This design comes from an exercise in tuning for a short achievable clock period, few clock cycles and low power on the open sky130 flow, not from production work. Function was not checked in any run shown here: the RTL went through the layout flow alone. Power is estimated from default activity; no workload was simulated.

==> design/flow/design.v <==
module rv32i_mc (
    input         clk,
    input         reset,        
    input  [31:0] mem_rdata,    
    output [31:0] mem_addr,     
    output [31:0] mem_wdata,    
    output        mem_we        
);
    reg [9:0]  ipc;             
    reg [31:0] a;               
    reg [31:0] b;               
    reg [11:0] imm;             
    reg [4:0]  rd;
    reg        wr;              
    reg        i_ld, i_st, i_jal, i_agu;
    reg        k_eq, k_lt, k_ltu, k_inv;    
    reg        sub, sra, left;  
    reg        s_add, s_sh, s_slt, s_sltu, s_xor, s_or, s_and, s_link;
    reg [31:0] rf [1:31];
    wire [12:0] alo  = {1'b0, a[11:0]} + {1'b0, imm};
    wire [19:0] ahi  = a[31:12];
    wire [19:0] ainc = ahi + 20'd1;
    wire [19:0] adec = ahi - 20'd1;
    wire [31:0] asum = {(alo[12] ^ imm[11]) ? (imm[11] ? adec : ainc) : ahi, alo[11:0]};
    wire [9:0]  seq  = ipc + 10'd1;
    wire [9:0]  tgt  = ipc + imm[11:2];                
    wire [31:0] cg = ~a & b;
    wire [31:0] ce = ~(a ^ b);
    wire [30:0] g0 = cg[30:0];
    wire [30:0] e0 = ce[30:0];
    function automatic [1:0] cmb(input [1:0] hi, input [1:0] lo);
        cmb = {hi[1] | (hi[0] & lo[1]), hi[0] & lo[0]};    
    endfunction
    wire [1:0] l1 [0:15];
    wire [1:0] l2 [0:7];
    wire [1:0] l3 [0:3];
    wire [1:0] l4 [0:1];
    genvar gi;
    generate
        for (gi = 0; gi < 15; gi = gi + 1) begin : g_c1
            assign l1[gi] = cmb({g0[2*gi+1], e0[2*gi+1]}, {g0[2*gi], e0[2*gi]});
        end
        assign l1[15] = {g0[30], e0[30]};
        for (gi = 0; gi < 8; gi = gi + 1) begin : g_c2
            assign l2[gi] = cmb(l1[2*gi+1], l1[2*gi]);
        end
        for (gi = 0; gi < 4; gi = gi + 1) begin : g_c3
            assign l3[gi] = cmb(l2[2*gi+1], l2[2*gi]);
        end
        for (gi = 0; gi < 2; gi = gi + 1) begin : g_c4
            assign l4[gi] = cmb(l3[2*gi+1], l3[2*gi]);
        end
    endgenerate
    wire [1:0] low31 = cmb(l4[1], l4[0]);
    wire ltu = cg[31] | (ce[31] & low31[1]);
    wire lt  = (a[31] & ~b[31]) | (ce[31] & low31[1]);
    wire eq  = ce[31] & low31[0];
    wire cond  = (k_eq & (eq ^ k_inv)) | (k_lt & (lt ^ k_inv)) | (k_ltu & (ltu ^ k_inv));
    wire dsel  = i_ld | i_st;                          
    wire taken = i_jal | cond;
    wire [9:0] nxt = taken ? tgt : seq;
    wire [9:0] fpc = i_agu ? asum[11:2] : nxt;
    assign mem_addr  = i_agu ? asum : {20'b0, nxt, 2'b00};
    assign mem_wdata = b;
    assign mem_we    = i_st;
    wire [31:0] sum = a + (sub ? ~b : b) + {31'b0, sub};
    wire [31:0] arev;
    generate
        for (gi = 0; gi < 32; gi = gi + 1) begin : g_rev
            assign arev[gi] = a[31 - gi];
        end
    endgenerate
    wire [31:0] shin = left ? arev : a;
    wire [32:0] shx  = {sra & a[31], shin};
    wire [32:0] shs  = $signed(shx) >>> b[4:0];
    wire [31:0] shr  = shs[31:0];
    wire [31:0] shl;
    generate
        for (gi = 0; gi < 32; gi = gi + 1) begin : g_rev2
            assign shl[gi] = shr[31 - gi];
        end
    endgenerate
    wire [31:0] sh = left ? shl : shr;
    wire [31:0] res = ({32{s_add}}  & sum)
                    | ({32{s_sh}}   & sh)
                    | {31'b0, s_slt & lt}
                    | {31'b0, s_sltu & ltu}
                    | ({32{s_xor}}  & (a ^ b))
                    | ({32{s_or}}   & (a | b))
                    | ({32{s_and}}  & (a & b))
                    | ({32{s_link}} & {20'b0, seq, 2'b00});
    wire [31:0] wdata = i_ld ? mem_rdata : res;
    wire        we    = wr;
    always @(posedge clk) begin
        if (we) rf[rd] <= wdata;
    end
    wire [31:0] ins = mem_rdata;
    wire [4:0]  rs1 = ins[19:15];
    wire [4:0]  rs2 = ins[24:20];
    wire [2:0]  fn3 = ins[14:12];
    wire d_br   = ins[6] & ~ins[2];
    wire d_jal  = ins[6] & ins[3];
    wire d_jalr = ins[6] & ins[2] & ~ins[3];
    wire d_ld   = ~ins[6] & ~ins[4] & ~ins[5];
    wire d_st   = ~ins[6] & ~ins[4] & ins[5];
    wire d_u    = ~ins[6] & ins[4] & ins[2];
    wire d_lui  = d_u & ins[5];
    wire d_aui  = d_u & ~ins[5];
    wire d_alu  = ~ins[6] & ins[4] & ~ins[2];         
    wire d_op   = d_alu & ins[5];
    wire d_rs2  = d_op | d_br | d_st;
    wire [31:0] r1 = (rs1 == 5'd0) ? 32'd0 : rf[rs1];
    wire [31:0] r2 = (rs2 == 5'd0) ? 32'd0 : rf[rs2];
    wire [31:0] v1 = (we & (rd == rs1)) ? res : r1;
    wire [31:0] v2 = (we & (rd == rs2)) ? res : r2;
    wire [31:0] imm_iu = d_u ? {ins[31:12], 12'b0} : {{20{ins[31]}}, ins[31:20]};
    wire [11:0] imm_a  = d_st  ? {ins[31:25], ins[11:7]} :
                         d_br  ? {ins[7], ins[30:25], ins[11:8], 1'b0} :
                         d_jal ? {ins[20], ins[30:21], 1'b0} :
                                 ins[31:20];
    always @(posedge clk) begin
        a      <= d_lui ? 32'd0 : d_aui ? {20'b0, fpc, 2'b00} : v1;
        b      <= d_rs2 ? v2 : imm_iu;
        imm    <= imm_a;
        rd     <= ins[11:7];
        sub    <= d_op & ins[30];
        sra    <= ins[30];
        left   <= ~fn3[2];
        s_add  <= d_u | (d_alu & (fn3 == 3'd0));
        s_sh   <= d_alu & (fn3[1:0] == 2'b01);
        s_slt  <= d_alu & (fn3 == 3'd2);
        s_sltu <= d_alu & (fn3 == 3'd3);
        s_xor  <= d_alu & (fn3 == 3'd4);
        s_or   <= d_alu & (fn3 == 3'd6);
        s_and  <= d_alu & (fn3 == 3'd7);
        s_link <= d_jal | d_jalr;
        k_inv  <= fn3[0];
    end
    wire go = ~reset & ~dsel;                          
    always @(posedge clk) begin
        wr     <= go & (ins[11:7] != 5'd0) & ~d_br & ~d_st;
        i_ld   <= go & d_ld;
        i_st   <= go & d_st;
        i_jal  <= go & d_jal;
        i_agu  <= go & (d_ld | d_st | d_jalr);
        k_eq   <= go & d_br & (fn3[2:1] == 2'b00);
        k_lt   <= go & d_br & (fn3[2:1] == 2'b10);
        k_ltu  <= go & d_br & (fn3[2:1] == 2'b11);
    end
    always @(posedge clk) begin
        if (reset)
            ipc <= 10'h3ff;
        else if (~dsel)
            ipc <= fpc;
    end
endmodule
==> design/flow/flow/run.sh <==
#!/bin/bash
set -euo pipefail
bash standard.sh SETUP_SLACK_MARGIN=6 finish > standard_flow.log 2>&1
==> design/flow/standard.sh <==
#!/bin/bash
# synth_recipe.tcl (not shown) runs the flow's synth.tcl, then flattens the netlist and writes it again
# the make line also repeats each setting of config.mk as NAME=value (left out here)
make -C /OpenROAD-flow-scripts/flow DESIGN_CONFIG=/design/flow/config.mk WORK_HOME=/design/flow/orfs CLKGATE_MAP_FILE= SYNTH_SCRIPT=/design/flow/synth_recipe.tcl "${@:-finish}"
==> design/flow/config.mk <==
export PLATFORM = sky130hd
export DESIGN_NAME = rv32i_mc
export DESIGN_NICKNAME = rv32i_mc
export VERILOG_FILES = /design/flow/design.v
export SDC_FILE = /design/flow/constraint.sdc
export NUM_CORES = 4
export LEC_CHECK = 0
export CAP_MARGIN = 20
export CORE_MARGIN = 2
export CORE_UTILIZATION = 40
export SLEW_MARGIN = 20
==> design/flow/constraint.sdc <==
create_clock -name core_clock -period 11.0 [get_ports {clk}]
set_input_delay 2.2000 -clock core_clock [delete_from_list [all_inputs] [get_ports {clk}]]
set_output_delay 2.2000 -clock core_clock [all_outputs]
set_load 0.01 [all_outputs]
==> summary.txt, run 1 <==
Status
  • Status: no timing/DRC/antenna violations

Synth
  • Sequential area share after synthesis: 0.5343
  • Area leader, netlist: edfxtp_1
  • Synth Warn #: 1
  • Post-synth cell types: 85
  • Synth Flop Type: edfxtp_1
  • Synthesized area: 59870 sq um
  • Synthesized flop and latch total: 1102
  • Syn Area/Cell: 14.71 sq um
  • Synth top area share: 0.4975
  • Number of synthesized flops with an enable pin: 992
  • Most frequent cell after synthesis: edfxtp_1
  • Syn Inst Count: 4071
  • FFs w/ async S/R, synth: 0
  • Top post-synthesis cells by area: edfxtp_1 (50%), mux4_2 (19%), mux2i_1 (5.1%)
  • Commonest cells post-synth: edfxtp_1 (992), mux4_2 (505), mux2i_1 (306)
  • Net Count, Synth: 4276

Critical path
  • Startpoint types: flip-flop
  • CP most frequent cell: nor2_4
  • CP Class: reg -> out
  • CP max FO: 5
  • Required @ worst endpoint: 8.80 ns
  • R2R cell count: 13
  • Slowest CP cell: or4_4
  • Cells along the critical path: inv_1 > ha_1 > or4_4 > nor2_4 > nor4bb_4 > a21oi_1 > a41o_1 > and4bb_4 > nor2_4 > buf_6 > mux2i_2 > mux2i_1 > buf_2
  • Max incr delay on CP: 0.52 ns
  • Critical path data arrival time: 3.96 ns
  • Critical Path Sink Type: output port

Power and ir drop
  • Cell Int Power: 8.379 mW
  • Clk pwr share: 0.328
  • Lkg Pwr: 23.96 nW
  • Pwr Total: 12.13 mW
  • Flop pwr share: 0.411
  • PD cells: 175.2 nW/um^2
  • Comb power frac: 0.261
  • IR drop worst, VDD: 0.1237 mV
  • Sw Pwr: 3.755 mW
  • Net Sw Frac: 0.3094

Detailed routing
  • DRT Pass-1 Iters: 5
  • Vias: 41162
  • Final WL: 210900 microns
  • Initial DRC Count: 5394
  • Vias per Instance: 6.588
  • Antenna viol nets, final: 0
  • Drc violations: 0
  • DR WL/cell: 33.76 microns

Timing
  • Part of the cycle the worst path needs: 0.5599
  • Max_slew headroom: 0.2346
  • F_max: 0.1624 GHz
  • Worst Skew: 0.03699 ns
  • Worst-Margin Slew: 1.146 ns
  • RSZ-0062 raised after global routing: true
  • Fin crit period: 6.159 ns
  • WHS: 0.5790 ns
  • Hold Violations, Final: 0
  • Max Slew Vio Count: 0
  • PnR worst setup slack: 4.841 ns
  • Final setup fails: 0
  • Post-route setup TNS: 0 ns

Global route
  • GRT Util Overall: 0.2720
  • Overflow after GRT: 0
  • Number of global-route vias before repair: 39866
  • Met2 usage: 0.4339
  • Largest net degree at the start of global routing: 119
  • M1 GR Usage: 0.3679
  • Initial antenna violation count: 7
  • First-pass GRT wire length: 297300 microns
  • Most used routing layer: met2
  • Grt met3 use: 0.04674

CTS
  • Root Buffer: clkbuf_16
  • CTS sink count: 1102
  • H-tree depth: 3
  • Clock latency on the worst-skew pair: 0.76 ns
  • Cts bufs inserted: 115
  • CTS Hold Bufs: 0
  • Max Buffers Root-to-Sink: 3
  • Worst-path clk slew: 0.06 ns
  • TritonCTS clock tree: done

Floorplanning
  • Top Ports: 99
  • Chip width: 390.9 microns
  • Die ar.: 152800 sq um
  • Die H: 390.9 microns
  • # rows: 141
  • Core area: 148200 sq um
  • Starting Density: 0.4040

Placed design
  • Dpl cell area: 63430 sq um
  • Post-DP HPWL: 125900 microns
  • GP Congestion: 0.9411
  • # port buffers: 98
  • Worst slack, placed: 4.318 ns
  • Cell count after placement: 5926

Job
  • Number of max-cap violations: 0

Finish
  • Layout cells sized above 1: 0.2784
  • Finished Cell Area: 69270 sq um
  • Fill cell count: 12742
  • Area grow syn2layout: 15.70%
  • Core Util, Final: 0.4675
  • Post-route insts no fill: 6248
  • Layout Nets: 4419

Worst hold path
  • Hold Crit Depth: 1
  • Min-delay worst type: reg -> reg
## layer usage
layer  up-vias  wire length (microns)
met5         -                     34
met4         6                   9999
met3       473                  20480
met2      2368                  98290
met1     21430                  82120
li1      16885                      -
## cells by family (layout without fill, tap and decap cells)
family          count (synthesis)  after routing  synth area share
compound gates                793            794           0.08892
xor+xnor                      104            104           0.01521
fa+ha+maj                     171            171           0.03624
buf+inv                       402            643           0.02717
flops                        1102           1102            0.5343
mux                           850            850            0.2494
other cells                     0              4                 0
simple gates                  649            650           0.04877
## state kept, by name, summed over array words and instances, names as in the netlist, 5 cells and up
register and flops:
rf 992, imm 12, b 32, ipc 10, a 32, rd 5
## layout by cell type (no fill, tap or decap), types with 28 or more instances in the layout
cell type          n
o211ai_1          42
clkbuf_16        117
a221oi_1          89
dfxtp_1           51
a21o_1            47
o221ai_1          28
a21oi_1          199
mux2i_1          266
xnor2_1           42
nor2_1           224
edfxtp_1         992
dfxtp_4           48
o21ai_0          109
nand2_1          180
ha_1             148
xor2_1            58
buf_4            166
nor3_1            36
mux2_2            32
mux4_2           505
a22oi_1           52
buf_2             30
nand3_1           36
clkinv_1          28
inv_1            100
nor2_4            36
clkdlybuf4s50_1   58
## final timing paths
| kind | slack, ns | from | endpoint |
|---|---|---|---|
| max reg2reg | 6.08 | sub | rf[3][31] |
| min | 0.58 | ipc[3] | ipc[3] |
| max | 4.84 | a[4] | mem_addr[6] |
| min reg2reg | 0.58 | ipc[3] | ipc[3] |
## critical path: cells and delay by family (launching register included)
| family | cells | cell delay, ns |
|---|---|---|
| muxes | 2 | 0.33 |
| adders and majority gates | 1 | 0.32 |
| DFF | 1 | 0.37 |
| buffers and inverters | 3 | 0.36 |
| and+or+nand+nor | 5 | 1.49 |
| AOI/OAI and AO/OA | 2 | 0.34 |
## timing repair
item | CTS | global route
setup buffers | 73 | 16
cloned | 10 | 2
endpoints found under the setup margin | 208 | 210
pin swaps | 33 | 32
resized for setup | 341 | 72
## final cells by class
| cell class | instances | area, sq um | area share |
|---|---|---|---|
| Antenna cell | 4 | 10.01 | 0.0001445 |
| Clock buffer | 134 | 2949 | 0.04257 |
| Clock inverter | 83 | 870.8 | 0.01257 |
| Inverter | 118 | 504.2 | 0.007279 |
| Multi-Input combinational cell | 2569 | 27450 | 0.3963 |
| Sequential cell | 1102 | 32180 | 0.4646 |
| Tap cell | 1930 | 2415 | 0.03486 |
| Timing Repair Buffer | 306 | 2868 | 0.04140 |
| Timing Repair inverter | 2 | 17.52 | 0.0002529 |
## power groups by stage
stage	Sequential, mW	Combinational, mW	Clock (mW)
floorplan	5.05	1.71	0
global placement	5.10	2.66	0
detailed placement	5.11	2.66	0
CTS	4.98	3.04	4.02
finish	4.99	3.17	3.97
global route	4.99	3.35	4.18
==> run 2, diff against run 1 <==
--- a/design/flow/design.v
+++ b/design/flow/design.v
@@ -6,13 +6,15 @@
     output [31:0] mem_wdata,    
     output        mem_we        
 );
+    reg [9:0]  pcf;             
     reg [9:0]  ipc;             
+    reg        pred;            
     reg [31:0] a;               
     reg [31:0] b;               
     reg [11:0] imm;             
     reg [4:0]  rd;
     reg        wr;              
-    reg        i_ld, i_st, i_jal, i_agu;
+    reg        i_ld, i_st, i_agu;
     reg        k_eq, k_lt, k_ltu, k_inv;    
     reg        sub, sra, left;  
     reg        s_add, s_sh, s_slt, s_sltu, s_xor, s_or, s_and, s_link;
@@ -56,11 +58,10 @@
     wire lt  = (a[31] & ~b[31]) | (ce[31] & low31[1]);
     wire eq  = ce[31] & low31[0];
     wire cond  = (k_eq & (eq ^ k_inv)) | (k_lt & (lt ^ k_inv)) | (k_ltu & (ltu ^ k_inv));
+    wire mis   = cond ^ pred;                          
     wire dsel  = i_ld | i_st;                          
-    wire taken = i_jal | cond;
-    wire [9:0] nxt = taken ? tgt : seq;
-    wire [9:0] fpc = i_agu ? asum[11:2] : nxt;
-    assign mem_addr  = i_agu ? asum : {20'b0, nxt, 2'b00};
+    wire [9:0] fpc = i_agu ? asum[11:2] : pcf;         
+    assign mem_addr  = i_agu ? asum : {20'b0, pcf, 2'b00};
     assign mem_wdata = b;
     assign mem_we    = i_st;
     wire [31:0] sum = a + (sub ? ~b : b) + {31'b0, sub};
@@ -136,21 +137,27 @@
         s_link <= d_jal | d_jalr;
         k_inv  <= fn3[0];
     end
-    wire go = ~reset & ~dsel;                          
+    wire [9:0] pimm = d_jal ? {ins[20], ins[30:22]} : {ins[7], ins[30:25], ins[11:9]};
+    wire       ptk  = d_jal | (d_br & ins[31]);
+    wire [9:0] pnx  = fpc + (ptk ? pimm : 10'd1);
+    wire go = ~reset & ~dsel & ~mis;                   
     always @(posedge clk) begin
         wr     <= go & (ins[11:7] != 5'd0) & ~d_br & ~d_st;
         i_ld   <= go & d_ld;
         i_st   <= go & d_st;
-        i_jal  <= go & d_jal;
+        pred   <= go & d_br & ins[31];
         i_agu  <= go & (d_ld | d_st | d_jalr);
         k_eq   <= go & d_br & (fn3[2:1] == 2'b00);
         k_lt   <= go & d_br & (fn3[2:1] == 2'b10);
         k_ltu  <= go & d_br & (fn3[2:1] == 2'b11);
     end
     always @(posedge clk) begin
+        if (~dsel) ipc <= fpc;
         if (reset)
-            ipc <= 10'h3ff;
+            pcf <= 10'd0;
+        else if (mis)
+            pcf <= pred ? seq : tgt;
         else if (~dsel)
-            ipc <= fpc;
+            pcf <= pnx;
     end
 endmodule
==> design/flow/run.sh (new file) <==
#!/bin/bash
# synth_recipe.tcl (not shown) runs the flow's synth.tcl, then flattens the netlist and writes it again
# the make line also repeats each setting of config.mk as NAME=value (left out here)
make -C /OpenROAD-flow-scripts/flow DESIGN_CONFIG=/design/flow/config.mk WORK_HOME=/design/flow/orfs CLKGATE_MAP_FILE= SYNTH_SCRIPT=/design/flow/synth_recipe.tcl finish
--- a/design/flow/config.mk
+++ b/design/flow/config.mk
@@ -7,5 +7,9 @@
 export LEC_CHECK = 0
 export CAP_MARGIN = 20
 export CORE_MARGIN = 2
-export CORE_UTILIZATION = 40
+export CORE_UTILIZATION = 65
+export CTS_BUF_LIST = sky130_fd_sc_hd__clkbuf_8
+export CTS_CLUSTER_DIAMETER = 60
+export CTS_CLUSTER_SIZE = 14
+export SETUP_SLACK_MARGIN = 5
 export SLEW_MARGIN = 20
removed: design/flow/flow/run.sh
removed: design/flow/standard.sh
==> run 2 against run 1 <==
  * Power decreased by 19%
  * Sequential share of layout area grew 3.4 points
  * Highest routed layer unchanged
  * Maximum frequency is 3.4% higher
  * Count of clock-buffer cells in the layout decreased by 34
  * Wire length is 7.0% lower
  * Largest power group unchanged
  * Critical endpoint is now mem_addr[20]
  * Sequential cell count grew 10
==> summary.txt, run 2 <==
Synth
  • Commonest cells post-synth: edfxtp_1 (1002), mux4_2 (563), nor2_1 (239) (was edfxtp_1 (992), mux4_2 (505), mux2i_1 (306))
  • Synth top area share: 0.5018 (was 0.4975)
  • Synthesized flop and latch total: 1112 (was 1102)
  • Sequential area share after synthesis: 0.5386 (was 0.5343)
  • Synthesized area: 59960 sq um (was 59870 sq um)
  • FFs w/ async S/R, synth: 0 (unchanged)
  • Syn Area/Cell: 15.08 sq um (was 14.71 sq um)
  • Syn Inst Count: 3975 (was 4071)
  • Number of synthesized flops with an enable pin: 1002 (was 992)
  • Post-synth cell types: 78 (was 85)
  • Area leader, netlist: edfxtp_1 (unchanged)
  • Synth Flop Type: edfxtp_1 (unchanged)
  • Most frequent cell after synthesis: edfxtp_1 (unchanged)
  • Synth Warn #: 1 (unchanged)
  • Net Count, Synth: 4190 (was 4276)
  • Top post-synthesis cells by area: edfxtp_1 (50%), mux4_2 (21%), dfxtp_1 (3.7%) (was edfxtp_1 (50%), mux4_2 (19%), mux2i_1 (5.1%))

Detailed routing
  • Drc violations: 0 (unchanged)
  • Antenna viol nets, final: 0 (unchanged)
  • DRT Pass-1 Iters: 6 (was 5)
  • Vias: 40614 (was 41162)
  • Vias per Instance: 7.689 (was 6.588)
  • Final WL: 196100 microns (was 210900 microns)
  • Initial DRC Count: 6609 (was 5394)
  • DR WL/cell: 37.14 microns (was 33.76 microns)

Global route
  • First-pass GRT wire length: 279500 microns (was 297300 microns)
  • GRT Util Overall: 0.4185 (was 0.2720)
  • Number of global-route vias before repair: 39932 (was 39866)
  • Overflow after GRT: 0 (unchanged)
  • Largest net degree at the start of global routing: 159 (was 119)
  • Initial antenna violation count: 5 (was 7)

Floorplanning
  • Core area: 91520 sq um (was 148200 sq um)
  • Die ar.: 94690 sq um (was 152800 sq um)
  • Starting Density: 0.6551 (was 0.4040)
  • # rows: 111 (was 141)
  • Chip width: 307.7 microns (was 390.9 microns)
  • Top Ports: 99 (unchanged)
  • Die H: 307.7 microns (was 390.9 microns)

CTS
  • CTS sink count: 1112 (was 1102)
  • Cts bufs inserted: 95 (was 115)
  • TritonCTS clock tree: done (unchanged)
  • H-tree depth: 3 (unchanged)
  • Max Buffers Root-to-Sink: 3 (unchanged)
  • Root Buffer: clkbuf_8 (was clkbuf_16)
  • Clock latency on the worst-skew pair: 0.81 ns (was 0.76 ns)
  • Worst-path clk slew: 0.08 ns (was 0.06 ns)

Worst hold path
  • Min-delay worst type: reg -> reg (unchanged)

Finish
  • Largest register by flop count: rf (unchanged)
  • Max reg flops: 992 (unchanged)
  • Layout Nets: 4248 (was 4419)
  • Area grow syn2layout: 8.034% (was 15.70%)
  • Most frequent cells in the layout: edfxtp_1 (1002), mux4_2 (563), a21oi_1 (229), nor2_1 (206), nand2_1 (205) (was edfxtp_1 (992), mux4_2 (505), mux2i_1 (266), nor2_1 (224), a21oi_1 (199))
  • Most common cell after layout, fill and taps aside: edfxtp_1 (unchanged)
  • Largest regs: rf (992), a (32), b (32) (unchanged)
  • Layout cells sized above 1: 0.2491 (was 0.2784)

Timing
  • Fin crit period: 5.955 ns (was 6.159 ns)
  • F_max: 0.1679 GHz (was 0.1624 GHz)
  • Max Slew Vio Count: 0 (unchanged)
  • Part of the cycle the worst path needs: 0.5414 (was 0.5599)
  • RSZ-0062 raised after global routing: true (unchanged)
  • Worst-Margin Slew: 1.100 ns (was 1.146 ns)
  • Worst Skew: 0.08178 ns (was 0.03699 ns)
  • Post-route setup TNS: 0 ns (unchanged)
  • Max_slew headroom: 0.2664 (was 0.2346)
  • Final setup fails: 0 (unchanged)
  • WHS: 0.6197 ns (was 0.5790 ns)
  • Hold Violations, Final: 0 (unchanged)

Placed design
  • # port buffers: 98 (unchanged)
  • GP Congestion: 0.9686 (was 0.9411)
  • Post-DP HPWL: 122500 microns (was 125900 microns)

Power and ir drop
  • IR drop worst, VDD: 0.1416 mV (was 0.1237 mV)
  • Pwr Total: 9.834 mW (was 12.13 mW)
  • Lkg Pwr: 22.45 nW (was 23.96 nW)
  • PD cells: 151.8 nW/um^2 (was 175.2 nW/um^2)

Critical path
  • Required @ worst endpoint: 8.80 ns (about the same)
  • Critical path data arrival time: 3.76 ns (was 3.96 ns)
  • CP Class: reg -> out (unchanged)
  • Critical Path Sink Type: output port (unchanged)
  • CP max FO: 5 (unchanged)
  • Startpoint types: flip-flop (unchanged)

Status
  • Status: no timing/DRC/antenna violations (unchanged)

Job
  • Number of max-cap violations: 0 (unchanged)
-- run 2: where the power goes --
part / leakage [nW] / switching [mW] / internal [mW]
combinational: 11.3 / 1.52 / 0.976
clock: 1.05 / 1.39 / 0.945
sequential: 10.1 / 0.149 / 4.86
-- run 2: final timing paths --
path	start	to	slack [ns]	cells after the start
setup / recovery	a[1]	mem_addr[20]	5.04	15
hold / removal	pcf[0]	pcf[0]	0.62	2
setup reg to reg	sub	rf[8][25]	5.32	12
hold reg to reg	pcf[0]	pcf[0]	0.62	2
-- run 2: through the flow --
step	utilization	area [sq um]	setup slack, ns	std cells
3_5_place_dp	0.6833	62540	4.868	5095
3_3_place_gp	0.6829	62500	4.714	5093
4_1_cts	0.7053	64550	4.961	5268
2_1_floorplan	-	59960	5.438	3975
5_1_grt	0.7077	64770	4.888	5282
6_report	0.7077	64770	5.045	5282
-- run 2: final cells by class --
cell class              count  area (sq um)
flip-flops and latches   1112         32320
fillers                  5794         26750
multi-input cells        2463         26630
repair buffers            234          2093
well taps                1186          1484
clock buffers             100          1376
inverters                 127         481.7
clock inverters            58         380.4
diodes                      2         5.005
-- run 2: logic make-up (layout without fill, tap and decap cells) --
logic type	count (synthesis)	in the layout	share of synthesized area
flops	1112	1112	0.5386
mux	826	826	0.2564
compound gates	705	705	0.07571
simple gates	630	630	0.04645
buf+inv	400	519	0.02665
fa+ha+maj	181	181	0.03840
xor+xnor	121	121	0.01780
other cells	0	2	0
-- run 2: per-layer routing --
metal / global-route usage / wire length, microns
met1: 0.5513 / 65640
met2: 0.6367 / 89770
met4: 0.2199 / 12140
met3: 0.1248 / 28590
met5: 0 / 8
-- run 2: repair_timing --
item                                    in CTS  in global routing
endpoints found under the setup margin      23                 53
cloned                                       2                  3
pin swaps                                   10                 22
hold buffers                                 0                  0
gates resized for setup                     74                 57
setup buffers                               13                  9
-- run 2: critical path, stage by stage (launching register included) --
cell,delay [ns]
dfxtp_4,0.36
inv_1,0.16
fa_2,0.26
nor2b_2,0.05
o21ai_2,0.18
a21oi_2,0.09
o211ai_1,0.27
a21oi_2,0.11
o31ai_2,0.29
buf_4,0.24
xnor2_4,0.13
buf_6,0.16
buf_16,0.11
mux2_4,0.29
nor2_2,0.07
buf_2,0.15

-- separate check: timing with driven ports --
No port has a modelled driver above. Below, the same layouts with a new extraction and two added sets of constraints.
Step 1: set_driving_cell puts a clkbuf_16 on clk and a buf_2 on each other input, an assumption about the parent block.
Step 2 times the ports against the registers' clock, not the clock port: input delays grow and output delays shrink by t, the midpoint of the rising clock arrivals with the driver on.
Slacks: ideal / step 1 / step 2; pairs: ideal / step 1.
| run | t (ns) | setup WS [ns] | worst setup path at the end | worst slew at a driven data input, ns |
|---|---|---|---|---|
| run 1 | 0.827 | 4.841 / 4.757 / 5.261 | input to register | 0.10 |
| run 2 | 0.838 | 5.045 / 4.978 / 4.792 | input to register | 0.21 |
After both steps setup and hold are still met in every run listed. For run 2, which loses most, drivers alone change the setup slack by -0.067 ns; drivers and shift together by -0.253 ns.
